Context: an optimization exercise on an open-source flow, tuned for small area. The choices shown serve that exercise and are no tape-out recipe.
No run shown here included a check of the RTL's function; only the layout flow was run.

--- design.v ---
module fir (
    input  wire       clk,
    input  wire       rst_n,
    input  wire [3:0] din,
    output wire [3:0] dout
);
reg [3:0] sr0;
reg [3:0] sr1;
reg [3:0] sr2;
reg [3:0] sr3;
reg [3:0] sr4;
reg [3:0] sr5;
reg [3:0] sr6;
reg [3:0] sr7;
reg [3:0] sr8;
reg [3:0] sr9;
reg [3:0] sr10;
reg [3:0] sr11;
reg [3:0] sr12;
reg [3:0] sr13;
reg [3:0] sr14;
reg [3:0] sr15;
reg [3:0] sr16;
reg [3:0] sr17;
reg [3:0] sr18;
reg [3:0] sr19;
reg [3:0] sr20;
reg [3:0] sr21;
reg [3:0] sr22;
reg [3:0] sr23;
reg [3:0] sr24;
reg [3:0] sr25;
reg [3:0] dout_r;
wire [3:0] dout_nx;
always @(posedge clk or negedge rst_n) begin
    if (!rst_n) begin
        sr0 <= 4'b1000;
        sr1 <= 4'b1000;
        sr2 <= 4'b1000;
        sr3 <= 4'b1000;
        sr4 <= 4'b1000;
        sr5 <= 4'b1000;
        sr6 <= 4'b1000;
        sr7 <= 4'b1000;
        sr8 <= 4'b1000;
        sr9 <= 4'b1000;
        sr10 <= 4'b1000;
        sr11 <= 4'b1000;
        sr12 <= 4'b1000;
        sr13 <= 4'b1000;
        sr14 <= 4'b1000;
        sr15 <= 4'b1000;
        sr16 <= 4'b1000;
        sr17 <= 4'b1000;
        sr18 <= 4'b1000;
        sr19 <= 4'b1000;
        sr20 <= 4'b1000;
        sr21 <= 4'b1000;
        sr22 <= 4'b1000;
        sr23 <= 4'b1000;
        sr24 <= 4'b1000;
        sr25 <= 4'b1000;
        dout_r <= 4'b1000;
    end else begin
        sr0 <= din;
        sr1 <= sr0;
        sr2 <= sr1;
        sr3 <= sr2;
        sr4 <= sr3;
        sr5 <= sr4;
        sr6 <= sr5;
        sr7 <= sr6;
        sr8 <= sr7;
        sr9 <= sr8;
        sr10 <= sr9;
        sr11 <= sr10;
        sr12 <= sr11;
        sr13 <= sr12;
        sr14 <= sr13;
        sr15 <= sr14;
        sr16 <= sr15;
        sr17 <= sr16;
        sr18 <= sr17;
        sr19 <= sr18;
        sr20 <= sr19;
        sr21 <= sr20;
        sr22 <= sr21;
        sr23 <= sr22;
        sr24 <= sr23;
        sr25 <= sr24;
        dout_r <= dout_nx;
    end
end
wire c10, c100, c102, c104, c106, c108, c111, c113, c115, c117, c119, c12;
wire c121, c123, c125, c127, c129, c131, c133, c135, c137, c139, c14, c141;
wire c144, c146, c148, c150, c152, c154, c156, c158, c16, c160, c162, c164;
wire c166, c168, c170, c172, c174, c176, c178, c18, c181, c183, c185, c187;
wire c189, c191, c193, c195, c197, c199, c2, c20, c201, c203, c205, c207;
wire c209, c211, c213, c216, c218, c22, c220, c222, c224, c226, c228, c230;
wire c232, c234, c236, c238, c24, c240, c244, c246, c248, c250, c252, c254;
wire c256, c258, c26, c260, c262, c264, c266, c268, c270, c273, c275, c277;
wire c279, c28, c281, c283, c285, c287, c291, c293, c295, c297, c30, c301;
wire c303, c305, c307, c309, c311, c313, c315, c317, c319, c32, c321, c323;
wire c325, c327, c34, c36, c38, c4, c40, c42, c44, c46, c48, c50;
wire c52, c54, c56, c58, c6, c60, c62, c64, c66, c68, c70, c72;
wire c75, c77, c79, c8, c81, c83, c85, c87, c90, c92, c94, c96;
wire c98, n109, n142, n179, n214, n241, n242, n271, n288, n289, n298, n299;
wire n73, n88, s1, s101, s103, s105, s107, s11, s110, s112, s114, s116;
wire s118, s120, s122, s124, s126, s128, s13, s130, s132, s134, s136, s138;
wire s140, s143, s145, s147, s149, s15, s151, s153, s155, s157, s159, s161;
wire s163, s165, s167, s169, s17, s171, s173, s175, s177, s180, s182, s184;
wire s186, s188, s19, s190, s192, s194, s196, s198, s200, s202, s204, s206;
wire s208, s21, s210, s212, s215, s217, s219, s221, s223, s225, s227, s229;
wire s23, s231, s233, s235, s237, s239, s243, s245, s247, s249, s25, s251;
wire s253, s255, s257, s259, s261, s263, s265, s267, s269, s27, s272, s274;
wire s276, s278, s280, s282, s284, s286, s29, s290, s292, s294, s296, s3;
wire s300, s302, s304, s306, s308, s31, s310, s312, s314, s316, s318, s320;
wire s322, s324, s326, s33, s35, s37, s39, s41, s43, s45, s47, s49;
wire s5, s51, s53, s55, s57, s59, s61, s63, s65, s67, s69, s7;
wire s71, s74, s76, s78, s80, s82, s84, s86, s89, s9, s91, s93;
wire s95, s97, s99;
ha us1 (.a(sr2[0]), .b(sr22[0]), .s(s1), .co(c2));
fa us3 (.a(sr2[1]), .b(sr22[1]), .c(c2), .s(s3), .co(c4));
fa us5 (.a(sr2[2]), .b(sr22[2]), .c(c4), .s(s5), .co(c6));
fa us7 (.a(sr2[3]), .b(sr22[3]), .c(c6), .s(s7), .co(c8));
ha us9 (.a(sr6[0]), .b(sr18[0]), .s(s9), .co(c10));
fa us11 (.a(sr6[1]), .b(sr18[1]), .c(c10), .s(s11), .co(c12));
fa us13 (.a(sr6[2]), .b(sr18[2]), .c(c12), .s(s13), .co(c14));
fa us15 (.a(sr6[3]), .b(sr18[3]), .c(c14), .s(s15), .co(c16));
ha us17 (.a(sr7[0]), .b(sr17[0]), .s(s17), .co(c18));
fa us19 (.a(sr7[1]), .b(sr17[1]), .c(c18), .s(s19), .co(c20));
fa us21 (.a(sr7[2]), .b(sr17[2]), .c(c20), .s(s21), .co(c22));
fa us23 (.a(sr7[3]), .b(sr17[3]), .c(c22), .s(s23), .co(c24));
ha us25 (.a(sr9[0]), .b(sr15[0]), .s(s25), .co(c26));
fa us27 (.a(sr9[1]), .b(sr15[1]), .c(c26), .s(s27), .co(c28));
fa us29 (.a(sr9[2]), .b(sr15[2]), .c(c28), .s(s29), .co(c30));
fa us31 (.a(sr9[3]), .b(sr15[3]), .c(c30), .s(s31), .co(c32));
ha us33 (.a(sr10[0]), .b(sr14[0]), .s(s33), .co(c34));
fa us35 (.a(sr10[1]), .b(sr14[1]), .c(c34), .s(s35), .co(c36));
fa us37 (.a(sr10[2]), .b(sr14[2]), .c(c36), .s(s37), .co(c38));
fa us39 (.a(sr10[3]), .b(sr14[3]), .c(c38), .s(s39), .co(c40));
ha us41 (.a(sr11[0]), .b(sr13[0]), .s(s41), .co(c42));
fa us43 (.a(sr11[1]), .b(sr13[1]), .c(c42), .s(s43), .co(c44));
fa us45 (.a(sr11[2]), .b(sr13[2]), .c(c44), .s(s45), .co(c46));
fa us47 (.a(sr11[3]), .b(sr13[3]), .c(c46), .s(s47), .co(c48));
ha us49 (.a(sr8[0]), .b(sr16[0]), .s(s49), .co(c50));
fa us51 (.a(sr8[1]), .b(sr16[1]), .c(c50), .s(s51), .co(c52));
fa us53 (.a(sr8[2]), .b(sr16[2]), .c(c52), .s(s53), .co(c54));
fa us55 (.a(sr8[3]), .b(sr16[3]), .c(c54), .s(s55), .co(c56));
ha us57 (.a(sr12[0]), .b(s49), .s(s57), .co(c58));
fa us59 (.a(sr12[1]), .b(c58), .c(s51), .s(s59), .co(c60));
fa us61 (.a(sr12[2]), .b(s53), .c(c60), .s(s61), .co(c62));
fa us63 (.a(sr12[3]), .b(s55), .c(c62), .s(s63), .co(c64));
ha us65 (.a(c56), .b(c64), .s(s65), .co(c66));
fa us67 (.a(sr3[0]), .b(sr21[0]), .c(s25), .s(s67), .co(c68));
fa us69 (.a(sr25[0]), .b(s9), .c(s41), .s(s69), .co(c70));
fa us71 (.a(s49), .b(s69), .c(din[0]), .s(s71), .co(c72));
assign n73 = ~s71;
assign s74 = ~(s67 ^ n73);
assign c75 = s67 | n73;
fa us76 (.a(sr3[1]), .b(sr21[1]), .c(s1), .s(s76), .co(c77));
fa us78 (.a(s17), .b(s27), .c(c68), .s(s78), .co(c79));
fa us80 (.a(s76), .b(s78), .c(c75), .s(s80), .co(c81));
fa us82 (.a(sr25[1]), .b(s11), .c(s43), .s(s82), .co(c83));
fa us84 (.a(s51), .b(c70), .c(s82), .s(s84), .co(c85));
fa us86 (.a(din[1]), .b(s84), .c(c72), .s(s86), .co(c87));
assign n88 = ~s86;
fa us89 (.a(sr0[0]), .b(sr24[0]), .c(sr3[2]), .s(s89), .co(c90));
fa us91 (.a(sr21[2]), .b(s89), .c(s57), .s(s91), .co(c92));
fa us93 (.a(s3), .b(s19), .c(c77), .s(s93), .co(c94));
fa us95 (.a(s29), .b(s91), .c(c79), .s(s95), .co(c96));
fa us97 (.a(s93), .b(s95), .c(c81), .s(s97), .co(c98));
fa us99 (.a(sr25[2]), .b(sr5[0]), .c(sr19[0]), .s(s99), .co(c100));
fa us101 (.a(s33), .b(s99), .c(s13), .s(s101), .co(c102));
fa us103 (.a(s45), .b(s53), .c(c83), .s(s103), .co(c104));
fa us105 (.a(c85), .b(s101), .c(s103), .s(s105), .co(c106));
fa us107 (.a(din[2]), .b(s105), .c(c87), .s(s107), .co(c108));
assign n109 = ~s107;
fa us110 (.a(sr0[1]), .b(sr24[1]), .c(sr3[3]), .s(s110), .co(c111));
fa us112 (.a(sr21[3]), .b(sr4[0]), .c(sr20[0]), .s(s112), .co(c113));
fa us114 (.a(s17), .b(c90), .c(s110), .s(s114), .co(c115));
fa us116 (.a(s112), .b(s57), .c(s114), .s(s116), .co(c117));
fa us118 (.a(c92), .b(s5), .c(s21), .s(s118), .co(c119));
fa us120 (.a(c94), .b(s59), .c(s116), .s(s120), .co(c121));
fa us122 (.a(s31), .b(c96), .c(s118), .s(s122), .co(c123));
fa us124 (.a(s120), .b(s122), .c(c98), .s(s124), .co(c125));
fa us126 (.a(sr25[3]), .b(sr5[1]), .c(sr19[1]), .s(s126), .co(c127));
fa us128 (.a(s1), .b(s9), .c(s25), .s(s128), .co(c129));
fa us130 (.a(s33), .b(c100), .c(s126), .s(s130), .co(c131));
fa us132 (.a(s35), .b(s128), .c(s130), .s(s132), .co(c133));
fa us134 (.a(s132), .b(s15), .c(s47), .s(s134), .co(c135));
fa us136 (.a(s55), .b(c102), .c(c104), .s(s136), .co(c137));
fa us138 (.a(din[3]), .b(c106), .c(s134), .s(s138), .co(c139));
fa us140 (.a(s136), .b(s138), .c(c108), .s(s140), .co(c141));
assign n142 = ~s140;
fa us143 (.a(sr0[2]), .b(sr24[2]), .c(sr4[1]), .s(s143), .co(c144));
fa us145 (.a(sr20[1]), .b(s41), .c(c111), .s(s145), .co(c146));
fa us147 (.a(c113), .b(s143), .c(s19), .s(s147), .co(c148));
fa us149 (.a(c115), .b(s145), .c(s59), .s(s149), .co(c150));
fa us151 (.a(s147), .b(c117), .c(c32), .s(s151), .co(c152));
fa us153 (.a(s7), .b(s23), .c(c119), .s(s153), .co(c154));
fa us155 (.a(s61), .b(s149), .c(c121), .s(s155), .co(c156));
fa us157 (.a(s151), .b(c123), .c(s153), .s(s157), .co(c158));
fa us159 (.a(s155), .b(s157), .c(c125), .s(s159), .co(c160));
fa us161 (.a(sr5[2]), .b(sr19[2]), .c(s25), .s(s161), .co(c162));
fa us163 (.a(c127), .b(s3), .c(s11), .s(s163), .co(c164));
fa us165 (.a(s27), .b(s35), .c(c129), .s(s165), .co(c166));
fa us167 (.a(s161), .b(c131), .c(s37), .s(s167), .co(c168));
fa us169 (.a(s163), .b(s165), .c(c133), .s(s169), .co(c170));
fa us171 (.a(c16), .b(c48), .c(c56), .s(s171), .co(c172));
fa us173 (.a(s167), .b(s169), .c(c135), .s(s173), .co(c174));
fa us175 (.a(c137), .b(s171), .c(c139), .s(s175), .co(c176));
fa us177 (.a(s173), .b(s175), .c(c141), .s(s177), .co(c178));
assign n179 = ~s177;
fa us180 (.a(sr0[3]), .b(sr24[3]), .c(sr4[2]), .s(s180), .co(c181));
fa us182 (.a(sr20[2]), .b(c144), .c(s180), .s(s182), .co(c183));
fa us184 (.a(s43), .b(c146), .c(s182), .s(s184), .co(c185));
fa us186 (.a(s21), .b(c148), .c(s184), .s(s186), .co(c187));
fa us188 (.a(c8), .b(c24), .c(s61), .s(s188), .co(c189));
fa us190 (.a(c150), .b(c152), .c(s186), .s(s190), .co(c191));
fa us192 (.a(c154), .b(s63), .c(s188), .s(s192), .co(c193));
fa us194 (.a(c156), .b(s190), .c(c158), .s(s194), .co(c195));
fa us196 (.a(s192), .b(s194), .c(c160), .s(s196), .co(c197));
fa us198 (.a(sr5[3]), .b(sr19[3]), .c(s27), .s(s198), .co(c199));
fa us200 (.a(c162), .b(s5), .c(s13), .s(s200), .co(c201));
fa us202 (.a(s29), .b(s37), .c(c164), .s(s202), .co(c203));
fa us204 (.a(c166), .b(s198), .c(s39), .s(s204), .co(c205));
fa us206 (.a(c168), .b(s200), .c(s202), .s(s206), .co(c207));
fa us208 (.a(c170), .b(c172), .c(s204), .s(s208), .co(c209));
fa us210 (.a(s206), .b(c174), .c(s208), .s(s210), .co(c211));
fa us212 (.a(c176), .b(s210), .c(c178), .s(s212), .co(c213));
assign n214 = ~s212;
fa us215 (.a(sr4[3]), .b(sr20[3]), .c(s41), .s(s215), .co(c216));
fa us217 (.a(c181), .b(s215), .c(c183), .s(s217), .co(c218));
fa us219 (.a(s45), .b(c185), .c(s217), .s(s219), .co(c220));
fa us221 (.a(s23), .b(c187), .c(s219), .s(s221), .co(c222));
fa us223 (.a(s63), .b(c189), .c(s65), .s(s223), .co(c224));
fa us225 (.a(c191), .b(s221), .c(c193), .s(s225), .co(c226));
fa us227 (.a(s223), .b(c195), .c(s225), .s(s227), .co(c228));
fa us229 (.a(s29), .b(c199), .c(c40), .s(s229), .co(c230));
fa us231 (.a(s7), .b(s15), .c(s31), .s(s231), .co(c232));
fa us233 (.a(s39), .b(c201), .c(c203), .s(s233), .co(c234));
fa us235 (.a(c205), .b(s229), .c(c207), .s(s235), .co(c236));
fa us237 (.a(s231), .b(s233), .c(c209), .s(s237), .co(c238));
fa us239 (.a(s235), .b(c211), .c(s237), .s(s239), .co(c240));
assign n241 = ~c213;
assign n242 = ~s239;
fa us243 (.a(s227), .b(n242), .c(n241), .s(s243), .co(c244));
assign s245 = ~(c197 ^ s243);
assign c246 = c197 | s243;
fa us247 (.a(sr12[0]), .b(s43), .c(c216), .s(s247), .co(c248));
fa us249 (.a(s247), .b(c218), .c(c24), .s(s249), .co(c250));
fa us251 (.a(s47), .b(c220), .c(s249), .s(s251), .co(c252));
fa us253 (.a(c66), .b(s65), .c(c222), .s(s253), .co(c254));
fa us255 (.a(s251), .b(c224), .c(s253), .s(s255), .co(c256));
fa us257 (.a(c226), .b(s255), .c(c228), .s(s257), .co(c258));
fa us259 (.a(s257), .b(c244), .c(c246), .s(s259), .co(c260));
fa us261 (.a(c8), .b(c16), .c(c32), .s(s261), .co(c262));
fa us263 (.a(c40), .b(s31), .c(c230), .s(s263), .co(c264));
fa us265 (.a(c232), .b(c234), .c(s261), .s(s265), .co(c266));
fa us267 (.a(s263), .b(c236), .c(s265), .s(s267), .co(c268));
fa us269 (.a(c238), .b(s267), .c(c240), .s(s269), .co(c270));
assign n271 = ~s269;
assign s272 = ~(n271 ^ s259);
assign c273 = n271 | s259;
fa us274 (.a(sr12[1]), .b(s45), .c(c248), .s(s274), .co(c275));
fa us276 (.a(c48), .b(s274), .c(c250), .s(s276), .co(c277));
fa us278 (.a(c66), .b(c252), .c(s276), .s(s278), .co(c279));
fa us280 (.a(c254), .b(s278), .c(c256), .s(s280), .co(c281));
fa us282 (.a(s280), .b(c258), .c(c260), .s(s282), .co(c283));
fa us284 (.a(c32), .b(c262), .c(c264), .s(s284), .co(c285));
fa us286 (.a(c266), .b(s284), .c(c268), .s(s286), .co(c287));
assign n288 = ~c270;
assign n289 = ~s286;
fa us290 (.a(n289), .b(n288), .c(c273), .s(s290), .co(c291));
fa us292 (.a(sr12[2]), .b(s47), .c(c275), .s(s292), .co(c293));
fa us294 (.a(s292), .b(c277), .c(c279), .s(s294), .co(c295));
fa us296 (.a(s294), .b(c281), .c(c283), .s(s296), .co(c297));
assign n298 = ~c285;
assign n299 = ~c287;
fa us300 (.a(n298), .b(n299), .c(c291), .s(s300), .co(c301));
fa us302 (.a(sr12[3]), .b(c48), .c(c293), .s(s302), .co(c303));
fa us304 (.a(s302), .b(c295), .c(c297), .s(s304), .co(c305));
ha us306 (.a(n88), .b(s80), .s(s306), .co(c307));
fa us308 (.a(n109), .b(c307), .c(s97), .s(s308), .co(c309));
fa us310 (.a(n142), .b(s124), .c(c309), .s(s310), .co(c311));
fa us312 (.a(n179), .b(s159), .c(c311), .s(s312), .co(c313));
fa us314 (.a(n214), .b(s196), .c(c313), .s(s314), .co(c315));
ha us316 (.a(s245), .b(c315), .s(s316), .co(c317));
ha us318 (.a(c317), .b(s272), .s(s318), .co(c319));
fa us320 (.a(s282), .b(c319), .c(s290), .s(s320), .co(c321));
fa us322 (.a(s296), .b(s300), .c(c321), .s(s322), .co(c323));
fa us324 (.a(c301), .b(s304), .c(c323), .s(s324), .co(c325));
fa us326 (.a(c303), .b(c305), .c(c325), .s(s326), .co(c327));
wire [4:0] q = {c327, s326, s324, s322, s320};
assign dout_nx = q[4] ? {1'b1, {3{q[3]}} | q[2:0]} : {1'b0, {3{q[3]}} & q[2:0]};
assign dout = dout_r;
endmodule
module fa (input wire a, input wire b, input wire c, output wire s, output wire co);
assign s = a ^ b ^ c;
assign co = (a & b) | (a & c) | (b & c);
endmodule
module ha (input wire a, input wire b, output wire s, output wire co);
assign s = a ^ b;
assign co = a & b;
endmodule
--- run.sh ---
#!/bin/bash
# synth_recipe.tcl (not shown) runs the flow's synth.tcl, then flattens the netlist and writes it again
# the make line also repeats each setting of config.mk as NAME=value (left out here)
make -C /OpenROAD-flow-scripts/flow DESIGN_CONFIG=/design/flow/config.mk WORK_HOME=/design/flow/orfs CLKGATE_MAP_FILE= SYNTH_SCRIPT=/design/flow/synth_recipe.tcl finish
--- config.mk ---
export PLATFORM = sky130hd
export DESIGN_NAME = fir
export DESIGN_NICKNAME = fir
export VERILOG_FILES = /design/flow/design.v
export SDC_FILE = /design/flow/constraint.sdc
export NUM_CORES = 4
export LEC_CHECK = 0
export CAP_MARGIN = 20
export CORE_MARGIN = 2
export CORE_UTILIZATION = 40
export CTS_BUF_LIST = sky130_fd_sc_hd__clkbuf_4 sky130_fd_sc_hd__clkbuf_8
export GPL_TIMING_DRIVEN = 0
export SLEW_MARGIN = 20
export SYNTH_HIERARCHICAL = 1
export SYNTH_MINIMUM_KEEP_SIZE = 0
--- constraint.sdc ---
create_clock -name core_clock -period 10.0 [get_ports {clk}]
set_input_delay 2.0000 -clock core_clock [delete_from_list [all_inputs] [get_ports {clk}]]
set_output_delay 2.0000 -clock core_clock [all_outputs]
set_load 0.01 [all_outputs]
==> flow_summary.ini, run 1 <==
[outcome]
status = no timing/DRC/antenna violations

[grt]
antenna_found_initial = 0
grt_pass1_vias = 2887
grtUsageTotal_pct = 16.1
grt_first_pass_wirelength_mm = 17.7
grt-ovfl-total = 0
grt_max_degree = 86

[routing]
vias_per_cell = 4.53
finalWirelength_mm = 10.6
vias = 2248
drcViolationCount = 0
initialDrtViolationCount = 71
antenna_left = 0
wl_per_cell_um = 21.4
first_pass_iters = 4

[floorplan]
coreArea_um2 = 14400
placementRows = 44
pin_count = 10
die_w_um = 125
fp.dieArea_um2 = 15600
fp.dieH_um = 125
initial_core_util_pct = 40.6

[final_layout]
drive_above_1_share_pct = 15.1
antenna_cells = 0
final_common_cell = fa_1
instances_no_fill = 496
syn_to_final_growth_pct = 9.90
finalInstanceArea_um2 = 6440
final_util_pct = 44.7
nets = 469
layout_common_cells = 142 x fa_1, 81 x dfrtp_1, 27 x dfstp_2

[synthesis]
syn_inst = 286
synth.distinct_cells = 7
syn_area_per_cell_um2 = 20.5
synth-seq-area-share_pct = 46.7
synth.cell_area_um2 = 5860
synth_top_area_share_pct = 48.5
yosys_warnings = 7
ys_ff_latch = 108
synth_top_area_cell = fa_1
syn-num-nets = 448
synth_area_leaders = fa_1 48%, dfrtp_1 35%, dfstp_2 12%, ha_1 3.0%, inv_1 1.2%

[setup_path]
ff2ff_setup_slack_ns = 1.54
r2r-end = dout_r[1]$_DFF_PN0_
critPathRequiredTime_ns = 10.28
endpoint_kind = register
arrival_ns = 8.79
crit_path_cell_trace = clkdlybuf4s50_1, fa_1, fa_1, fa_1, fa_1, fa_1, fa_1, inv_1, fa_1, inv_1, ha_1, inv_1, fa_1, inv_1, ha_1, inv_1, fa_1, fa_1, fa_1, fa_1, fa_1, maj3_2
timing.critical_path.from = din[0]
worstSetupStartpointType = input pin
r2r-start = sr11[0]$_DFF_PN0_
r2r_cells = 24
cpMaxStageDelayCell = fa_1
crit_path_frequent_cell = fa_1
cpPeakStageDelay_ns = 0.50
cp-endpoint = dout_r[1]$_DFF_PN0_
cp_max_fo = 3
critPathKind = in -> reg

[placement]
place_congestion = 0.823
io_buffers = 9
dpl.cell_count = 480
hpwl_mm = 8.95
placed_cell_area_um2 = 6210

[clocking]
post_cts_resize_count = 0
path_clk_slew_ns = 0.09
cts_tree = built
post_cts_buffers = 0
numCtsBuffers = 9
cts_hold_buf = 0
clk_latency_ns = 0.39
cts.sinks = 108
root_buffer = clkbuf_8
cts_max_level = 3
cts_buffer_depth = 2

[timing]
rsz0062_at_grt = no
setup-tns-final_ns = 0
worst_pin_slew_ns = 0.414
clock-skew-final_ns = 0.00995
setup_viol = 0
hold_viol = 0
slew_violations = 0
fmax_mhz = 118
slew_headroom_pct = 72.4
fin_crit_ns = 8.51
period_share_pct = 85.1
holdWs_ns = 0.357

[run]
maxCapViolCount = 0

[min_path]
hold_path.class = reg -> reg
[critical path, delay by kind of cell]
| family | cells | cell delay, ns |
|---|---|---|
| adders and majority gates | 16 | 6.02 |
| buffers and inverters | 6 | 0.77 |
[cells by family after synthesis]
kind of cell / Yosys count / synth area share [%]
fa+ha+maj: 159 / 52.1
flops: 108 / 46.7
buf+inv: 18 / 1.15
simple gates: 1 / 0.107
[final cells by class]
cell class	instances	area (um2)
fillers	1242	7980
multi-input cells	160	3060
flip-flops and latches	108	2740
well taps	184	230
clock buffers	12	159
repair buffers	10	119
clock inverters	4	72.6
inverters	18	67.6
[cells in the mapped netlist]
library cell / instances
fa_1: 142
dfrtp_1: 81
dfstp_2: 27
inv_1: 18
ha_1: 14
maj3_2: 3
nand2b_1: 1
[per-module statistics from Yosys, one instance, submodules excluded]
module / cell area (um2) / flip-flops and latches / copies in the design / cells inside
fa: 20.0 / 0 / 142 / 1
fir: 2870 / 108 / 1 / 132
ha: 12.5 / 0 / 12 / 1
[worst min path at each step]
| stage | from | endpoint | slack (ns) | cells after the start |
|---|---|---|---|---|
| floorplan | sr23[0]$_DFF_PN0_ | sr24[0]$_DFF_PN0_ | 0.33 | 0 |
| global placement | sr23[2]$_DFF_PN0_ | sr24[2]$_DFF_PN0_ | 0.33 | 0 |
| detailed placement | sr1[1]$_DFF_PN0_ | sr2[1]$_DFF_PN0_ | 0.34 | 0 |
| CTS | sr1[1]$_DFF_PN0_ | sr2[1]$_DFF_PN0_ | 0.36 | 0 |
| global route | sr1[3]$_DFF_PN1_ | sr2[3]$_DFF_PN1_ | 0.37 | 0 |
| finish | sr1[1]$_DFF_PN0_ | sr2[1]$_DFF_PN0_ | 0.36 | 0 |
[per-stage QoR]
stage	worst slack (ns)
2_1_floorplan	1.87
3_3_place_gp	1.01
4_1_cts	1.43
5_1_grt	1.15
6_report	1.49
3_5_place_dp	0.987
[per-layer routing]
| layer | track usage [%] | part of all wire [%] | vias up |
|---|---|---|---|
| met5 | 0 | 0 | - |
| met4 | 4.71 | 1.4 | 0 |
| met3 | 4.49 | 3.8 | 11 |
| met2 | 24.6 | 50 | 30 |
| met1 | 23.1 | 45 | 1303 |
| li1 | - | - | 904 |
==> run 2: changes to the inputs <==
==> config.mk (replaced) <==
export PLATFORM = sky130hd
export DESIGN_NAME = fir
export DESIGN_NICKNAME = fir
export VERILOG_FILES = /design/flow/design.v
export SDC_FILE = /design/flow/constraint.sdc
export NUM_CORES = 4
export LEC_CHECK = 0
export CAP_MARGIN = 0
export CORE_MARGIN = 2
export CORE_UTILIZATION = 65
export CTS_BUF_LIST = sky130_fd_sc_hd__clkbuf_8
export GPL_TIMING_DRIVEN = 0
export SLEW_MARGIN = 0
export SYNTH_HIERARCHICAL = 1
export SYNTH_MINIMUM_KEEP_SIZE = 0
==> run 2 against run 1 <==
Effect of this change: flip-flop and latch count stayed put; wire length is 5.2% lower; final cell count is 16% lower; still clean on timing, DRC and antenna; critical path type unchanged; via count is 0.67% higher; largest cell class unchanged; maximum frequency hardly changed.
==> flow_summary.ini, run 2 <==
[timing]
fmax_mhz = 117
hold_viol = 0
slew_violations = 0
setup-tns-final_ns = 0
period_share_pct = 85.1
slew_headroom_pct = 63.1
rsz0062_at_grt = no
setup_viol = 0
clock-skew-final_ns = 0.0127
worst_pin_slew_ns = 0.554
fin_crit_ns = 8.51

[synthesis]
ys_ff_latch = 108
synth_top_area_share_pct = 48.5
synth.distinct_cells = 7
synth_edf_count = 0
synth.cell_area_um2 = 5860
synth-seq-area-share_pct = 46.7
synthArstFlopShare_pct = 100
yosys_most_used_dff = dfrtp_1
syn_inst = 286
syn_area_per_cell_um2 = 20.5
synthMostInstantiatedCell = fa_1
synth_area_leaders = fa_1 48%, dfrtp_1 35%, dfstp_2 12%, ha_1 3.0%, inv_1 1.2%
syn-num-nets = 448
ys_top_cells_by_count = 142 x fa_1, 81 x dfrtp_1, 27 x dfstp_2
synth_top_area_cell = fa_1
yosys_warnings = 7

[clocking]
cts_max_level = 3
cts_tree = built
path_clk_slew_ns = 0.11
numCtsBuffers = 9
cts.sinks = 108
post_cts_resize_count = 0
cts_buffer_depth = 2
post_cts_buffers = 0
root_buffer = clkbuf_8
cts_hold_buf = 0
clk_latency_ns = 0.37

[setup_path]
endpoint_kind = register
critPathRequiredTime_ns = 10.26
critPathKind = in -> reg
arrival_ns = 8.78
ff2ff_setup_slack_ns = 1.50
worstSetupStartpointType = input pin
cp_max_fo = 3

[final_layout]
nets = 469
syn_to_final_growth_pct = 7.34
fillerInstances = 526
finalInstanceArea_um2 = 6290
layout_common_cells = 142 x fa_1, 81 x dfrtp_1, 27 x dfstp_2
final_common_cell = fa_1
instances_no_fill = 419
drive_above_1_share_pct = 15.1
antenna_cells = 0

[routing]
first_pass_iters = 4
vias_per_cell = 5.40
initialDrtViolationCount = 52
antenna_left = 0
finalWirelength_mm = 10.0
drcViolationCount = 0
wl_per_cell_um = 24.0
vias = 2263

[placement]
dpl.cell_count = 404
place_congestion = 0.891
hpwl_mm = 8.63
placed_cell_area_um2 = 6110
io_buffers = 9

[floorplan]
coreArea_um2 = 8720
initial_core_util_pct = 67.2
pin_count = 10
fp.dieH_um = 99.0
placementRows = 34
die_w_um = 99.0
fp.dieArea_um2 = 9790

[grt]
grt_first_pass_wirelength_mm = 17.0
grtUsageTotal_pct = 24.9
grt-ovfl-total = 0
antenna_found_initial = 0
grt_max_degree = 68
grt_pass1_vias = 3022

[min_path]
hold_path.class = reg -> reg

[run]
maxCapViolCount = 0

[outcome]
status = no timing/DRC/antenna violations
## run 2: cell counts after synthesis
No cell type changed its count.
## run 2: worst paths after layout
kind,from,endpoint,cells after the start
max reg2reg,sr11[0]$_DFF_PN0_,dout_r[1]$_DFF_PN0_,24
max,din[0],dout_r[1]$_DFF_PN0_,22
max in group asynchronous,rst_n,sr19[3]$_DFF_PN1_,2
min reg2reg,sr23[3]$_DFF_PN1_,sr24[3]$_DFF_PN1_,0
min,sr23[3]$_DFF_PN1_,sr24[3]$_DFF_PN1_,0
min in group asynchronous,rst_n,sr2[2]$_DFF_PN0_,1
## run 2: final cells by class
cell class	count	area, um2	share of cell area, %
Sequential cell	108	2740	43.5
Inverter	18	67.6	1.07
Tap cell	108	135	2.15
Clock buffer	9	124	1.97
Timing Repair Buffer	10	115	1.83
Clock inverter	6	56.3	0.895
Multi-Input combinational cell	160	3060	48.6
## run 2: kinds of logic (layout without fill, tap and decap cells)
group | count (synthesis) | count (layout) | synth area share, %
adders and majority gates | 159 | 159 | 52.1
buffers and inverters | 18 | 43 | 1.15
DFF | 108 | 108 | 46.7
and+or+nand+nor | 1 | 1 | 0.107
## run 2: metrics by stage
stage | utilization (%) | setup WS [ns] | hold slack, ns
finish | 72.2 | 1.49 | 0.358
detailed placement | 70.1 | 1.02 | 0.336
CTS | 72.2 | 1.39 | 0.364
global route | 72.2 | 1.17 | 0.363
floorplan | - | 1.87 | 0.331
global placement | 69.8 | 1.10 | 0.334
## run 2: modules after synthesis (local to each module, per instance)
| module | cells inside | copies in the design | cell area (um2) |
|---|---|---|---|
| fir | 132 | 1 | 2870 |
| ha | 1 | 12 | 12.5 |
| fa | 1 | 142 | 20.0 |
## run 2: metal layers
metal / vias up / part of all wire [%] / track usage [%]
met3: 12 / 5.0 / 7.45
met2: 46 / 53 / 40.1
met4: 0 / 1.3 / 6.74
met1: 1304 / 40 / 34.4
met5: - / 0 / 0
li1: 901 / - / -
## run 2: worst max-delay path, stage by stage
cell             delay (ns)
clkdlybuf4s50_1        0.44
fa_1                   0.41
fa_1                   0.39
fa_1                   0.39
fa_1                   0.38
fa_1                   0.38
fa_1                   0.37
inv_1                  0.10
fa_1                   0.42
inv_1                  0.07
ha_1                   0.14
inv_1                  0.05
fa_1                   0.47
inv_1                  0.04
ha_1                   0.19
inv_1                  0.08
fa_1                   0.44
fa_1                   0.40
fa_1                   0.40
fa_1                   0.39
fa_1                   0.50
maj3_2                 0.33
==> run 3: changes to the inputs <==
--- a/design.v
+++ b/design.v
@@ -114,11 +114,10 @@
 wire s23, s231, s233, s235, s237, s239, s243, s245, s247, s249, s25, s251;
 wire s253, s255, s257, s259, s261, s263, s265, s267, s269, s27, s272, s274;
 wire s276, s278, s280, s282, s284, s286, s29, s290, s292, s294, s296, s3;
-wire s300, s302, s304, s306, s308, s31, s310, s312, s314, s316, s318, s320;
-wire s322, s324, s326, s33, s35, s37, s39, s41, s43, s45, s47, s49;
-wire s5, s51, s53, s55, s57, s59, s61, s63, s65, s67, s69, s7;
-wire s71, s74, s76, s78, s80, s82, s84, s86, s89, s9, s91, s93;
-wire s95, s97, s99;
+wire s300, s302, s304, s31, s320, s322, s324, s326, s33, s35, s37, s39;
+wire s41, s43, s45, s47, s49, s5, s51, s53, s55, s57, s59, s61;
+wire s63, s65, s67, s69, s7, s71, s76, s78, s80, s82, s84, s86;
+wire s89, s9, s91, s93, s95, s97, s99;
 ha us1 (.a(sr2[0]), .b(sr22[0]), .s(s1), .co(c2));
 fa us3 (.a(sr2[1]), .b(sr22[1]), .c(c2), .s(s3), .co(c4));
 fa us5 (.a(sr2[2]), .b(sr22[2]), .c(c4), .s(s5), .co(c6));
@@ -156,7 +155,6 @@
 fa us69 (.a(sr25[0]), .b(s9), .c(s41), .s(s69), .co(c70));
 fa us71 (.a(s49), .b(s69), .c(din[0]), .s(s71), .co(c72));
 assign n73 = ~s71;
-assign s74 = ~(s67 ^ n73);
 assign c75 = s67 | n73;
 fa us76 (.a(sr3[1]), .b(sr21[1]), .c(s1), .s(s76), .co(c77));
 fa us78 (.a(s17), .b(s27), .c(c68), .s(s78), .co(c79));
@@ -281,13 +279,13 @@
 fa us300 (.a(n298), .b(n299), .c(c291), .s(s300), .co(c301));
 fa us302 (.a(sr12[3]), .b(c48), .c(c293), .s(s302), .co(c303));
 fa us304 (.a(s302), .b(c295), .c(c297), .s(s304), .co(c305));
-ha us306 (.a(n88), .b(s80), .s(s306), .co(c307));
-fa us308 (.a(n109), .b(c307), .c(s97), .s(s308), .co(c309));
-fa us310 (.a(n142), .b(s124), .c(c309), .s(s310), .co(c311));
-fa us312 (.a(n179), .b(s159), .c(c311), .s(s312), .co(c313));
-fa us314 (.a(n214), .b(s196), .c(c313), .s(s314), .co(c315));
-ha us316 (.a(s245), .b(c315), .s(s316), .co(c317));
-ha us318 (.a(c317), .b(s272), .s(s318), .co(c319));
+assign c307 = n88 & s80;
+assign c309 = (n109 & c307) | (n109 & s97) | (c307 & s97);
+assign c311 = (n142 & s124) | (n142 & c309) | (s124 & c309);
+assign c313 = (n179 & s159) | (n179 & c311) | (s159 & c311);
+assign c315 = (n214 & s196) | (n214 & c313) | (s196 & c313);
+assign c317 = s245 & c315;
+assign c319 = c317 & s272;
 fa us320 (.a(s282), .b(c319), .c(s290), .s(s320), .co(c321));
 fa us322 (.a(s296), .b(s300), .c(c321), .s(s322), .co(c323));
 fa us324 (.a(c301), .b(s304), .c(c323), .s(s324), .co(c325));
==> run 3 against run 2 <==
Effect of this change: still clean; critical path depth unchanged; maximum frequency about the same; clock-buffer cell count unchanged; non-clock buffer count unchanged; design area down 0.89%.
==> flow_summary.ini, run 3 <==
[clocking]
path_clk_slew_ns = 0.12
post_cts_resize_count = 0
cts_max_level = 3
cts_hold_buf = 0
cts_buffer_depth = 2
cts.sinks = 108
root_buffer = clkbuf_8
clk_latency_ns = 0.38
numCtsBuffers = 9
post_cts_buffers = 0
cts_tree = built

[min_path]
hold_path_startpoint = sr1[1]$_DFF_PN0_
min_path_cells = 0
hold_path.class = reg -> reg
min_to = sr2[1]$_DFF_PN0_

[synthesis]
syn_inst = 284
syn-num-nets = 439
synthMuxAreaShare_pct = 0
synth_area_leaders = fa_1 48%, dfrtp_1 35%, dfstp_2 12%, ha_1 2.4%, inv_1 0.97%
synth-seq-area-share_pct = 47.2
synth_edf_count = 0
yosys_most_used_dff = dfrtp_1
synth_compound_area_share_pct = 0.604
synth_top_area_share_pct = 47.6
synth_top_area_cell = fa_1
synth_top_family_by_area = adder cells
synth.distinct_cells = 14
yosys_warnings = 7
synthMostInstantiatedCell = fa_1
syn_area_per_cell_um2 = 20.4
synth.cell_area_um2 = 5800
ys_top_cells_by_count = 138 x fa_1, 81 x dfrtp_1, 27 x dfstp_2
synthXorXnorAreaFrac_pct = 0
synthArstFlopShare_pct = 100
ys_ff_latch = 108
synth_simple_gate_area_share_pct = 0.367
synth_fa_ha_area_share_pct = 50.9

[grt]
grtUsageMet3_pct = 5.53
grt-busiest-layer = met2
grt_pass1_vias = 2891
grt_first_pass_wirelength_mm = 17.0
grt_max_degree = 76
grtUsageTotal_pct = 25.1
antenna_found_initial = 0
use_met1_pct = 38.3
use_met2_pct = 38.8
grt-ovfl-total = 0

[timing]
setup_viol = 0
clock-skew-final_ns = 0.0182
setup_slack_ns = 1.48
slew_headroom_pct = 70.1
hold_viol = 0
period_share_pct = 85.2
setup-tns-final_ns = 0
holdWs_ns = 0.358
worst_pin_slew_ns = 0.447
fin_crit_ns = 8.52
slew_violations = 0
rsz0062_at_grt = no
fmax_mhz = 117

[floorplan]
pin_count = 10
fp.dieH_um = 98.5
die_w_um = 98.5
fp.dieArea_um2 = 9700
initial_core_util_pct = 66.8
coreArea_um2 = 8680
placementRows = 34

[routing]
finalWirelength_mm = 9.98
first_pass_iters = 4
vias = 2278
vias_per_cell = 5.45
drcViolationCount = 0
initialDrtViolationCount = 74
wl_per_cell_um = 23.9
antenna_left = 0

[setup_path]
worstSetupStartpointType = input pin
arrival_ns = 8.79
r2r_cells = 24
r2r-end = dout_r[1]$_DFF_PN0_
ff2ff_setup_slack_ns = 1.57
endpoint_kind = register
cp_max_fo = 3
r2r-start = sr11[0]$_DFF_PN0_
critPathRequiredTime_ns = 10.27
critPathKind = in -> reg

[final_layout]
antenna_cells = 0
instances_no_fill = 418
finalInstanceArea_um2 = 6240
fillerInstances = 549
drive_above_1_share_pct = 15.2
final_common_cell = fa_1
final_util_pct = 71.9
nets = 460
syn_to_final_growth_pct = 7.51
layout_common_cells = 138 x fa_1, 81 x dfrtp_1, 27 x dfstp_2

[placement]
placed_cell_area_um2 = 6050
dpl.cell_count = 402
place_ws_ns = 1.09
hpwl_mm = 8.59
io_buffers = 9
place_congestion = 0.818

[run]
maxCapViolCount = 0

[outcome]
status = no timing/DRC/antenna violations
[run 3: cell types whose count changed after synthesis]
cell       change
nor2b_1        +1
o22ai_1        +1
a21oi_1        +1
inv_1          -3
maj3_1         +4
ha_1           -3
nor2b_2        +1
a2111oi_2      +1
maj3_2         -2
fa_1           -4
o21ai_2        +1
[run 3: routing by layer]
layer / wire length, um / vias up
met5: 0 / -
met4: 199 / 0
met3: 276 / 17
met2: 5180 / 26
met1: 4330 / 1319
li1: - / 916
[run 3: worst max-delay path by stage]
stage / start / slack [ns] / to
after global routing: din[0] / 1.19 / dout_r[1]$_DFF_PN0_
after detailed placement: din[0] / 1.09 / dout_r[1]$_DFF_PN0_
after floorplan: din[0] / 1.84 / dout_r[0]$_DFF_PN0_
after global placement: din[0] / 1.14 / dout_r[0]$_DFF_PN0_
after CTS: din[0] / 1.49 / dout_r[1]$_DFF_PN0_
final: din[0] / 1.48 / dout_r[1]$_DFF_PN0_
[run 3: worst max-delay path, cell delays in order]
cell and delay [ns]:
clkdlybuf4s50_1 0.45, fa_1 0.39, fa_1 0.39, fa_1 0.41
fa_1 0.40, fa_1 0.40, fa_1 0.36, inv_1 0.07
fa_1 0.40, inv_1 0.07, ha_1 0.15, inv_1 0.05
fa_1 0.47, inv_1 0.04, ha_1 0.20, inv_1 0.07
fa_1 0.42, fa_1 0.39, fa_1 0.39, fa_1 0.39
fa_1 0.50, maj3_1 0.38
[run 3: logic make-up (layout without fill, tap and decap cells)]
group                    after synthesis  count (layout)
adder cells (fa/ha/maj)              154             154
flip-flops                           108             108
AND/OR/NAND/NOR                        3               3
buffers and inverters                 15              41
AO/OA/AOI/OAI                          4               4
[run 3: final cells by class]
cell class,count,area [um2],area share (%)
clock buffer,9,124,1.99
clock inverter,7,61.3,0.983
inverter,15,56.3,0.903
multi-input combinational,161,3010,48.2
sequential,108,2740,43.9
tap,108,135,2.17
timing repair buffer,10,115,1.85
[run 3: Yosys stat by module, one instance, submodules excluded]
module  area, um2  times used  cells inside
ha           12.5           9             1
fir          2930           1           137
fa           20.0         138             1
==> run 4: changes to the inputs <==
==> flow/run.sh (new file) <==
#!/bin/bash
# Own layout flow: the standard ORFS flow (standard.sh) with smaller port buffers
# and no CTS dummy loads. Everything else, including synthesis, is the standard flow.
set -euo pipefail
bash standard.sh \
  BUFFER_PORTS_ARGS="-buffer_cell sky130_fd_sc_hd__buf_1" \
  CTS_ARGS="-sink_clustering_enable -repair_clock_nets -buf_list sky130_fd_sc_hd__clkbuf_8 -dont_use_dummy_load" \
  finish > standard_flow.log 2>&1
==> standard.sh (new file) <==
#!/bin/bash
# synth_recipe.tcl (not shown) runs the flow's synth.tcl, then flattens the netlist and writes it again
# the make line also repeats each setting of config.mk as NAME=value (left out here)
make -C /OpenROAD-flow-scripts/flow DESIGN_CONFIG=/design/flow/config.mk WORK_HOME=/design/flow/orfs CLKGATE_MAP_FILE= SYNTH_SCRIPT=/design/flow/synth_recipe.tcl "${@:-finish}"
--- a/config.mk
+++ b/config.mk
@@ -8,7 +8,6 @@
 export CAP_MARGIN = 0
 export CORE_MARGIN = 2
 export CORE_UTILIZATION = 65
-export CTS_BUF_LIST = sky130_fd_sc_hd__clkbuf_8
 export GPL_TIMING_DRIVEN = 0
 export SLEW_MARGIN = 0
 export SYNTH_HIERARCHICAL = 1
removed: run.sh
==> run 4 against run 3 <==
Effect of this change: setup slack better by 0.10 ns; final cell count down 1.4%; non-clock buffer count up 1; clock skew up 0.0039 ns; wire length down 1.6%; clock-buffer cell count unchanged; flip-flop and latch count unchanged; via count down 1.1%; critical path depth up 2; first-iteration DRC count up 36%; synthesized cell count unchanged.
==> flow_summary.ini, run 4 <==
[outcome]
status = no timing/DRC/antenna violations

[synthesis]
syn_area_per_cell_um2 = 20.4
synth_simple_gate_area_share_pct = 0.367
syn_inst = 284
synth.distinct_cells = 14
syn-num-nets = 439
synth_top_area_share_pct = 47.6
synth_edf_count = 0
synthXorXnorAreaFrac_pct = 0
synth_compound_area_share_pct = 0.604
synth.cell_area_um2 = 5800
synthMuxAreaShare_pct = 0
synth_top_area_cell = fa_1
synth_top_family_by_area = adder cells
synthMostInstantiatedCell = fa_1
synth_fa_ha_area_share_pct = 50.9
yosys_most_used_dff = dfrtp_1
synthArstFlopShare_pct = 100
synth_area_leaders = fa_1 48%, dfrtp_1 35%, dfstp_2 12%, ha_1 2.4%, inv_1 0.97%
yosys_warnings = 7
synth-seq-area-share_pct = 47.2
ys_ff_latch = 108
ys_top_cells_by_count = 138 x fa_1, 81 x dfrtp_1, 27 x dfstp_2

[grt]
grt_pass1_vias = 2855
use_met1_pct = 38.2
grt-ovfl-total = 0
grtUsageMet3_pct = 5.11
grtUsageTotal_pct = 24.7
grt_max_degree = 42
grt_first_pass_wirelength_mm = 16.8
use_met2_pct = 38.4
grt-busiest-layer = met2
antenna_found_initial = 0

[floorplan]
pin_count = 10
initial_core_util_pct = 66.8
fp.dieArea_um2 = 9700
die_w_um = 98.5
fp.dieH_um = 98.5
coreArea_um2 = 8680
placementRows = 34

[clocking]
numCtsBuffers = 9
path_clk_slew_ns = 0.10
clk_latency_ns = 0.36
cts_max_level = 3
cts.sinks = 108
root_buffer = clkbuf_8
cts_buffer_depth = 2
post_cts_buffers = 0
cts_tree = built
cts_hold_buf = 0
post_cts_resize_count = 0

[final_layout]
antenna_cells = 0
nets = 461
finalInstanceArea_um2 = 6130
final_common_cell = fa_1
layout_common_cells = 138 x fa_1, 81 x dfrtp_1, 27 x dfstp_2
syn_to_final_growth_pct = 5.76
drive_above_1_share_pct = 14.1
final_util_pct = 70.7

[setup_path]
critPathRequiredTime_ns = 10.23
ff2ff_setup_slack_ns = 1.59
critPathKind = reg -> reg
cp_max_fo = 3
arrival_ns = 8.64
endpoint_kind = register
worstSetupStartpointType = register

[routing]
vias = 2253
wl_per_cell_um = 23.8
vias_per_cell = 5.47
drcViolationCount = 0
antenna_left = 0
first_pass_iters = 4
finalWirelength_mm = 9.82
initialDrtViolationCount = 101

[placement]
io_buffers = 9
place_congestion = 0.820
placed_cell_area_um2 = 6010
hpwl_mm = 8.55
place_ws_ns = 1.49

[timing]
fmax_mhz = 119
worst_pin_slew_ns = 0.749
hold_viol = 0
fin_crit_ns = 8.41
setup-tns-final_ns = 0
setup_viol = 0
slew_violations = 0
rsz0062_at_grt = no
clock-skew-final_ns = 0.0220
slew_headroom_pct = 50.1
setup_slack_ns = 1.59
period_share_pct = 84.1

[run]
maxCapViolCount = 0

[min_path]
hold_path.class = reg -> reg
==> run 4: cell counts after synthesis <==
No cell type changed its count.
==> run 4: modules after synthesis (local to each module, per instance) <==
module / copies in the design / flip-flops and latches
fa: 138 / 0
ha: 9 / 0
fir: 1 / 108
==> run 4: cells by family (layout without fill, tap and decap cells) <==
kind of cell,count (synthesis),count (layout)
AO/OA/AOI/OAI,4,4
adder cells (fa/ha/maj),154,154
buffers and inverters,15,35
flip-flops,108,108
AND/OR/NAND/NOR,3,3
==> run 4: critical path, stage by stage (launching register included) <==
cell	delay, ns
dfrtp_1	0.40
ha_1	0.21
fa_1	0.68
fa_1	0.49
fa_1	0.41
fa_1	0.45
fa_1	0.41
fa_1	0.47
fa_1	0.42
fa_1	0.36
inv_1	0.07
fa_1	0.40
inv_1	0.07
ha_1	0.14
inv_1	0.05
fa_1	0.48
inv_1	0.04
ha_1	0.19
inv_1	0.06
fa_1	0.42
fa_1	0.40
fa_1	0.40
fa_1	0.40
fa_1	0.49
maj3_1	0.37
==> run 4: through the flow <==
| step | hold WS, ns | cells |
|---|---|---|
| 3_5_place_dp | 0.335 | 403 |
| 6_report | 0.340 | 412 |
| 5_1_grt | 0.349 | 412 |
| 3_3_place_gp | 0.332 | 401 |
| 2_1_floorplan | 0.331 | 284 |
| 4_1_cts | 0.344 | 412 |
==> run 4: final cells by class <==
class,instances,area [um2]
multi-input cells,161,3010
flip-flops and latches,108,2740
fillers,552,2540
well taps,108,135
clock buffers,9,124
repair buffers,11,75.1
inverters,15,56.3
==> run 4: final timing paths <==
kind,startpoint,to,cells past startpoint
hold / removal,sr23[2]$_DFF_PN0_,sr24[2]$_DFF_PN0_,0
max in group asynchronous,rst_n,sr18[3]$_DFF_PN1_,3
setup / recovery,sr11[0]$_DFF_PN0_,dout_r[0]$_DFF_PN0_,24
min in group asynchronous,rst_n,sr4[2]$_DFF_PN0_,1
setup reg to reg,sr11[0]$_DFF_PN0_,dout_r[0]$_DFF_PN0_,24
hold reg to reg,sr23[2]$_DFF_PN0_,sr24[2]$_DFF_PN0_,0
==> run 4: layer usage <==
| metal | routed length (um) | up-vias | share of wire (%) |
|---|---|---|---|
| met3 | 310 | 8 | 3.2 |
| met2 | 5080 | 37 | 52 |
| li1 | - | 910 | - |
| met1 | 4320 | 1298 | 44 |
| met4 | 112 | 0 | 1.1 |
| met5 | 0 | - | 0 |
==> run 5: changes to the inputs <==
--- a/config.mk
+++ b/config.mk
@@ -7,7 +7,7 @@
 export LEC_CHECK = 0
 export CAP_MARGIN = 0
 export CORE_MARGIN = 2
-export CORE_UTILIZATION = 65
+export CORE_UTILIZATION = 80
 export GPL_TIMING_DRIVEN = 0
 export SLEW_MARGIN = 0
 export SYNTH_HIERARCHICAL = 1
==> run 5 against run 4 <==
Effect of this change: synthesized cell count is the same; worst hold slack gained 0.0011 ns; register-to-register slack got worse by 0.13 ns; still clean on timing, DRC and antenna; non-clock buffer count did not move; critical path depth did not move; area after synthesis unchanged; critical endpoint is now dout_r[1]$_DFF_PN0_; core utilization grew 15 points.
==> flow_summary.ini, run 5 <==
[outcome]
status = no timing/DRC/antenna violations

[grt]
grt_first_pass_wirelength_mm = 17.9
grt-ovfl-total = 0
antenna_found_initial = 0
grt-busiest-layer = met2
grtUsageTotal_pct = 34.5
grt_max_degree = 43
grtUsageMet3_pct = 8.03
use_met2_pct = 55.4
use_met1_pct = 46.3
grt_pass1_vias = 3071

[setup_path]
r2r-start = sr11[0]$_DFF_PN0_
ff2ff_setup_slack_ns = 1.46
critPathRequiredTime_ns = 10.25
timing.critical_path.from = sr11[0]$_DFF_PN0_
arrival_ns = 8.79
cp_max_fo = 3
critPathKind = reg -> reg
worstSetupStartpointType = register
cp-endpoint = dout_r[1]$_DFF_PN0_
r2r-end = dout_r[1]$_DFF_PN0_
endpoint_kind = register
r2r_cells = 24

[final_layout]
instances_no_fill = 403
antenna_cells = 0
final_common_cell = fa_1
syn_to_final_growth_pct = 5.57
fillerInstances = 314
layout_common_cells = 138 x fa_1, 81 x dfrtp_1, 27 x dfstp_2
drive_above_1_share_pct = 14.1
nets = 461

[timing]
fmax_mhz = 117
worst_pin_slew_ns = 0.751
setup_viol = 0
fin_crit_ns = 8.54
clock-skew-final_ns = 0.0164
setup-tns-final_ns = 0
period_share_pct = 85.4
rsz0062_at_grt = no
slew_violations = 0
setup_slack_ns = 1.46
slew_headroom_pct = 49.9
hold_viol = 0
holdWs_ns = 0.341

[floorplan]
die_w_um = 89.2
pin_count = 10
fp.dieH_um = 89.2
fp.dieArea_um2 = 7950
coreArea_um2 = 7140
initial_core_util_pct = 81.3
placementRows = 31

[routing]
drcViolationCount = 0
antenna_left = 0
wl_per_cell_um = 27.6
initialDrtViolationCount = 173
finalWirelength_mm = 11.1
first_pass_iters = 4
vias_per_cell = 6.08
vias = 2450

[synthesis]
synth.distinct_cells = 14
syn_inst = 284
synthArstFlopShare_pct = 100
ys_ff_latch = 108
synth.cell_area_um2 = 5800
synth_top_area_share_pct = 47.6
syn-num-nets = 439
synth_edf_count = 0
yosys_warnings = 7
synth-seq-area-share_pct = 47.2
yosys_most_used_dff = dfrtp_1
synth_top_area_cell = fa_1
synthMostInstantiatedCell = fa_1
ys_top_cells_by_count = 138 x fa_1, 81 x dfrtp_1, 27 x dfstp_2
syn_area_per_cell_um2 = 20.4
synth_area_leaders = fa_1 48%, dfrtp_1 35%, dfstp_2 12%, ha_1 2.4%, inv_1 0.97%

[clocking]
cts_hold_buf = 0
post_cts_resize_count = 0
root_buffer = clkbuf_8
cts_buffer_depth = 2
clk_latency_ns = 0.37
post_cts_buffers = 0
cts_tree = built
path_clk_slew_ns = 0.09
numCtsBuffers = 9
cts_max_level = 3
cts.sinks = 108

[placement]
dpl.cell_count = 394
place_ws_ns = 1.40
io_buffers = 9
place_congestion = 0.867
hpwl_mm = 9.36

[run]
maxCapViolCount = 0

[min_path]
hold_path.class = reg -> reg
min_path_cells = 0
## run 5: cell counts in the layout (fill, tap and decap cells not counted)
Identical to the previous run, type by type.
## run 5: cell type report
type                            instances  area (um2)  area share (%)
Multi-Input combinational cell        161        3010            49.1
Sequential cell                       108        2740            44.7
Inverter                               15        56.3           0.919
Timing Repair Buffer                   11        75.1            1.23
Tap cell                               99         124            2.02
Clock buffer                            9         124            2.02
## run 5: logic make-up (layout without fill, tap and decap cells)
kind of cell	after synthesis	count (layout)	synth area share [%]
and+or+nand+nor	3	3	0.367
DFF	108	108	47.2
buffers and inverters	15	35	0.971
AOI/OAI and AO/OA	4	4	0.604
adders and majority gates	154	154	50.9
## run 5: how the worst min path moves through the flow
stage,slack [ns],to,start
CTS,0.34,sr2[2]$_DFF_PN0_,sr1[2]$_DFF_PN0_
floorplan,0.33,sr24[0]$_DFF_PN0_,sr23[0]$_DFF_PN0_
global placement,0.33,sr24[2]$_DFF_PN0_,sr23[2]$_DFF_PN0_
finish,0.34,sr2[2]$_DFF_PN0_,sr1[2]$_DFF_PN0_
global route,0.35,sr2[2]$_DFF_PN0_,sr1[2]$_DFF_PN0_
detailed placement,0.33,sr2[0]$_DFF_PN0_,sr1[0]$_DFF_PN0_
## run 5: Yosys stat by module, one instance, submodules excluded
module	cell area, um2	times used	cells	flip-flops and latches
fa	20.0	138	1	0
fir	2930	1	137	108
ha	12.5	9	1	0
## run 5: metrics by stage
step / area, um2 / util, %
global route: 6120 / 85.8
CTS: 6120 / 85.8
finish: 6120 / 85.8
floorplan: 5800 / -
detailed placement: 6000 / 84.1
global placement: 5960 / 83.5
## run 5: worst max-delay path, stage by stage (launching register included)
cell and delay [ns]:
dfrtp_1 0.41, ha_1 0.23, fa_1 0.70, fa_1 0.50, fa_1 0.41, fa_1 0.47, fa_1 0.50, fa_1 0.42
fa_1 0.39, fa_1 0.37, inv_1 0.08, fa_1 0.41, inv_1 0.08, ha_1 0.15, inv_1 0.06, fa_1 0.47
inv_1 0.05, ha_1 0.20, inv_1 0.07, fa_1 0.42, fa_1 0.39, fa_1 0.39, fa_1 0.39, fa_1 0.49
maj3_1 0.38
## run 5: layer usage
metal	share of wire, %	wire [um]	up-vias
li1	-	-	908
met1	36	3980	1386
met2	53	5890	114
met3	6.5	724	42
met4	4.9	544	0
met5	0	0	-
==> run 6: changes to the inputs <==
--- a/config.mk
+++ b/config.mk
@@ -7,8 +7,9 @@
 export LEC_CHECK = 0
 export CAP_MARGIN = 0
 export CORE_MARGIN = 2
-export CORE_UTILIZATION = 80
+export CORE_UTILIZATION = 72
 export GPL_TIMING_DRIVEN = 0
+export PLACE_DENSITY = 0.85
 export SLEW_MARGIN = 0
 export SYNTH_HIERARCHICAL = 1
 export SYNTH_MINIMUM_KEEP_SIZE = 0
==> run 6 against run 5 <==
Effect of this change: worst hold slack better by 0.017 ns; first-iteration DRC count is 20% lower; wire length is 7.5% lower; critical endpoint unchanged; flip-flop and latch count stayed put; global-route usage is 5.7 points lower; clock skew is 0.012 ns higher; area after synthesis stayed put; setup slack better by 0.021 ns; largest cell class unchanged; sequential share of layout area is 0.17 points lower; final cell count is 0.99% higher.
==> flow_summary.ini, run 6 <==
[timing]
clock-skew-final_ns = 0.0285
hold_viol = 0
setup_viol = 0
worst_pin_slew_ns = 0.444
slew_headroom_pct = 70.3
period_share_pct = 85.2
fin_crit_ns = 8.52
rsz0062_at_grt = no
setup-tns-final_ns = 0
slew_violations = 0
fmax_mhz = 117

[floorplan]
initial_core_util_pct = 74.7
die_w_um = 93.8
fp.dieH_um = 93.8
fp.dieArea_um2 = 8790
coreArea_um2 = 7770
placementRows = 32
pin_count = 10

[synthesis]
yosys_most_used_dff = dfrtp_1
synth_top_area_cell = fa_1
syn_area_per_cell_um2 = 20.4
yosys_warnings = 7
synth_top_area_share_pct = 47.6
synth_area_leaders = fa_1 48%, dfrtp_1 35%, dfstp_2 12%, ha_1 2.4%, inv_1 0.97%
synthMostInstantiatedCell = fa_1
synth.distinct_cells = 14
synth_edf_count = 0
syn-num-nets = 439
synthArstFlopShare_pct = 100
ys_ff_latch = 108
syn_inst = 284
synth.cell_area_um2 = 5800
ys_top_cells_by_count = 138 x fa_1, 81 x dfrtp_1, 27 x dfstp_2
synth-seq-area-share_pct = 47.2

[clocking]
cts.sinks = 108
cts_max_level = 3
cts_hold_buf = 0
clk_latency_ns = 0.36
cts_buffer_depth = 2
cts_tree = built
numCtsBuffers = 9
root_buffer = clkbuf_8
post_cts_buffers = 0
path_clk_slew_ns = 0.10
post_cts_resize_count = 0

[grt]
grt_pass1_vias = 2969
grtUsageTotal_pct = 28.8
grt-ovfl-total = 0
antenna_found_initial = 0
grt_max_degree = 39
grt_first_pass_wirelength_mm = 17.0

[setup_path]
arrival_ns = 8.74
critPathRequiredTime_ns = 10.22
endpoint_kind = register
critPathKind = reg -> reg
worstSetupStartpointType = register
cp_max_fo = 3

[routing]
vias_per_cell = 5.77
first_pass_iters = 4
vias = 2347
wl_per_cell_um = 25.3
initialDrtViolationCount = 139
routedLengthMet1_mm = 4.15
antenna_left = 0
drcViolationCount = 0
met2_length_mm = 5.46
finalWirelength_mm = 10.3
wl_met3_um = 392
highest_layer = met4

[final_layout]
final_common_cell = fa_1
antenna_cells = 0
nets = 462
syn_to_final_growth_pct = 5.98
instances_no_fill = 407
layout_common_cells = 138 x fa_1, 81 x dfrtp_1, 27 x dfstp_2
fillerInstances = 398
drive_above_1_share_pct = 14.4

[placement]
hpwl_mm = 8.82
place_congestion = 0.862
dpl.cell_count = 398
io_buffers = 9

[outcome]
status = no timing/DRC/antenna violations

[run]
maxCapViolCount = 0

[min_path]
hold_path.class = reg -> reg
-- run 6: changes by cell type in the layout (fill, tap and decap cells not counted) --
cell and change:
buf_12 +1
-- run 6: cell type report --
cell class,instances,area [um2],share of cell area (%)
Clock buffer,9,124,2.02
Sequential cell,108,2740,44.5
Timing Repair Buffer,12,95.1,1.55
Inverter,15,56.3,0.916
Multi-Input combinational cell,161,3010,48.9
Tap cell,102,128,2.08
-- run 6: critical path: stages (launching register included) --
cell and delay, ns:
dfrtp_1 0.40, ha_1 0.22, fa_1 0.70, fa_1 0.50, fa_1 0.40, fa_1 0.46
fa_1 0.49, fa_1 0.43, fa_1 0.39, fa_1 0.40, inv_1 0.08, fa_1 0.40
inv_1 0.06, ha_1 0.14, inv_1 0.05, fa_1 0.47, inv_1 0.04, ha_1 0.19
inv_1 0.06, fa_1 0.42, fa_1 0.40, fa_1 0.40, fa_1 0.39, fa_1 0.49
maj3_1 0.38
-- run 6: logic make-up after synthesis --
group / synth area share (%)
flip-flops: 47.2
buffers and inverters: 0.971
AO/OA/AOI/OAI: 0.604
adder cells (fa/ha/maj): 50.9
AND/OR/NAND/NOR: 0.367
-- run 6: final timing paths --
check                             startpoint                  end  slack (ns)  depth (start not counted)
setup / recovery           sr11[0]$_DFF_PN0_  dout_r[1]$_DFF_PN0_        1.48                         24
hold / removal             sr17[3]$_DFF_PN1_    sr18[3]$_DFF_PN1_        0.36                          0
setup reg to reg           sr11[0]$_DFF_PN0_  dout_r[1]$_DFF_PN0_        1.48                         24
hold reg to reg            sr17[3]$_DFF_PN1_    sr18[3]$_DFF_PN1_        0.36                          0
max in group asynchronous              rst_n    sr24[1]$_DFF_PN0_        7.54                          4
min in group asynchronous              rst_n  dout_r[2]$_DFF_PN0_        1.51                          1
-- run 6: routing by layer --
layer / up-vias / GRT usage, %
met5: - / 0
met4: 0 / 10.3
met3: 18 / 5.38
met2: 49 / 45.7
met1: 1372 / 42.1
li1: 908 / -
-- run 6: stage by stage --
| step | worst slack (ns) | area [um2] | util (%) | hold slack (ns) |
|---|---|---|---|---|
| 6_report | 1.48 | 6150 | 79.1 | 0.358 |
| 3_3_place_gp | 1.48 | 5960 | 76.8 | 0.335 |
| 3_5_place_dp | 1.36 | 6020 | 77.5 | 0.344 |
| 5_1_grt | 1.12 | 6150 | 79.1 | 0.362 |
| 2_1_floorplan | 1.84 | 5800 | - | 0.331 |
| 4_1_cts | 1.41 | 6150 | 79.1 | 0.359 |
-- run 6: Yosys stat by module (local to each module, per instance) --
module	flip-flops and latches	cells inside	cell area, um2	times used
ha	0	1	12.5	9
fa	0	1	20.0	138
fir	108	137	2930	1

## what the ideal ports hide
In the flow no input, the clock included, has a driving cell. The finished layouts below were timed again as built, in two steps. Step 1, drivers: a clkbuf_16 drives clk and a buf_2 each remaining input, both assumed. Step 2 adds t to the input delays and takes it off the output delays; t is the mean of the earliest and latest rising clock arrival at the registers after step 1. Input paths then give back, and output paths get back, about the clock's delay inside the block. Three values: no drivers, after step 1, after step 2; two values: the first two.
| run | t, ns | setup WS [ns] | clock arrival spread, ns |
|---|---|---|---|
| run 1 | 0.418 | 1.491 / 1.503 / 1.085 | 0.010 / 0.011 |
| run 2 | 0.395 | 1.485 / 1.495 / 1.100 | 0.013 / 0.014 |
| run 3 | 0.402 | 1.484 / 1.492 / 1.090 | 0.018 / 0.018 |
| run 4 | 0.382 | 1.589 / 1.589 / 1.484 | 0.032 / 0.032 |
| run 5 | 0.396 | 1.459 / 1.459 / 1.432 | 0.017 / 0.017 |
| run 6 | 0.385 | 1.480 / 1.480 / 1.389 | 0.029 / 0.029 |
After both steps every run listed still meets setup and hold. The setup slack of run 1, which loses most, moves by +0.012 ns with the drivers and by -0.406 ns with both steps.
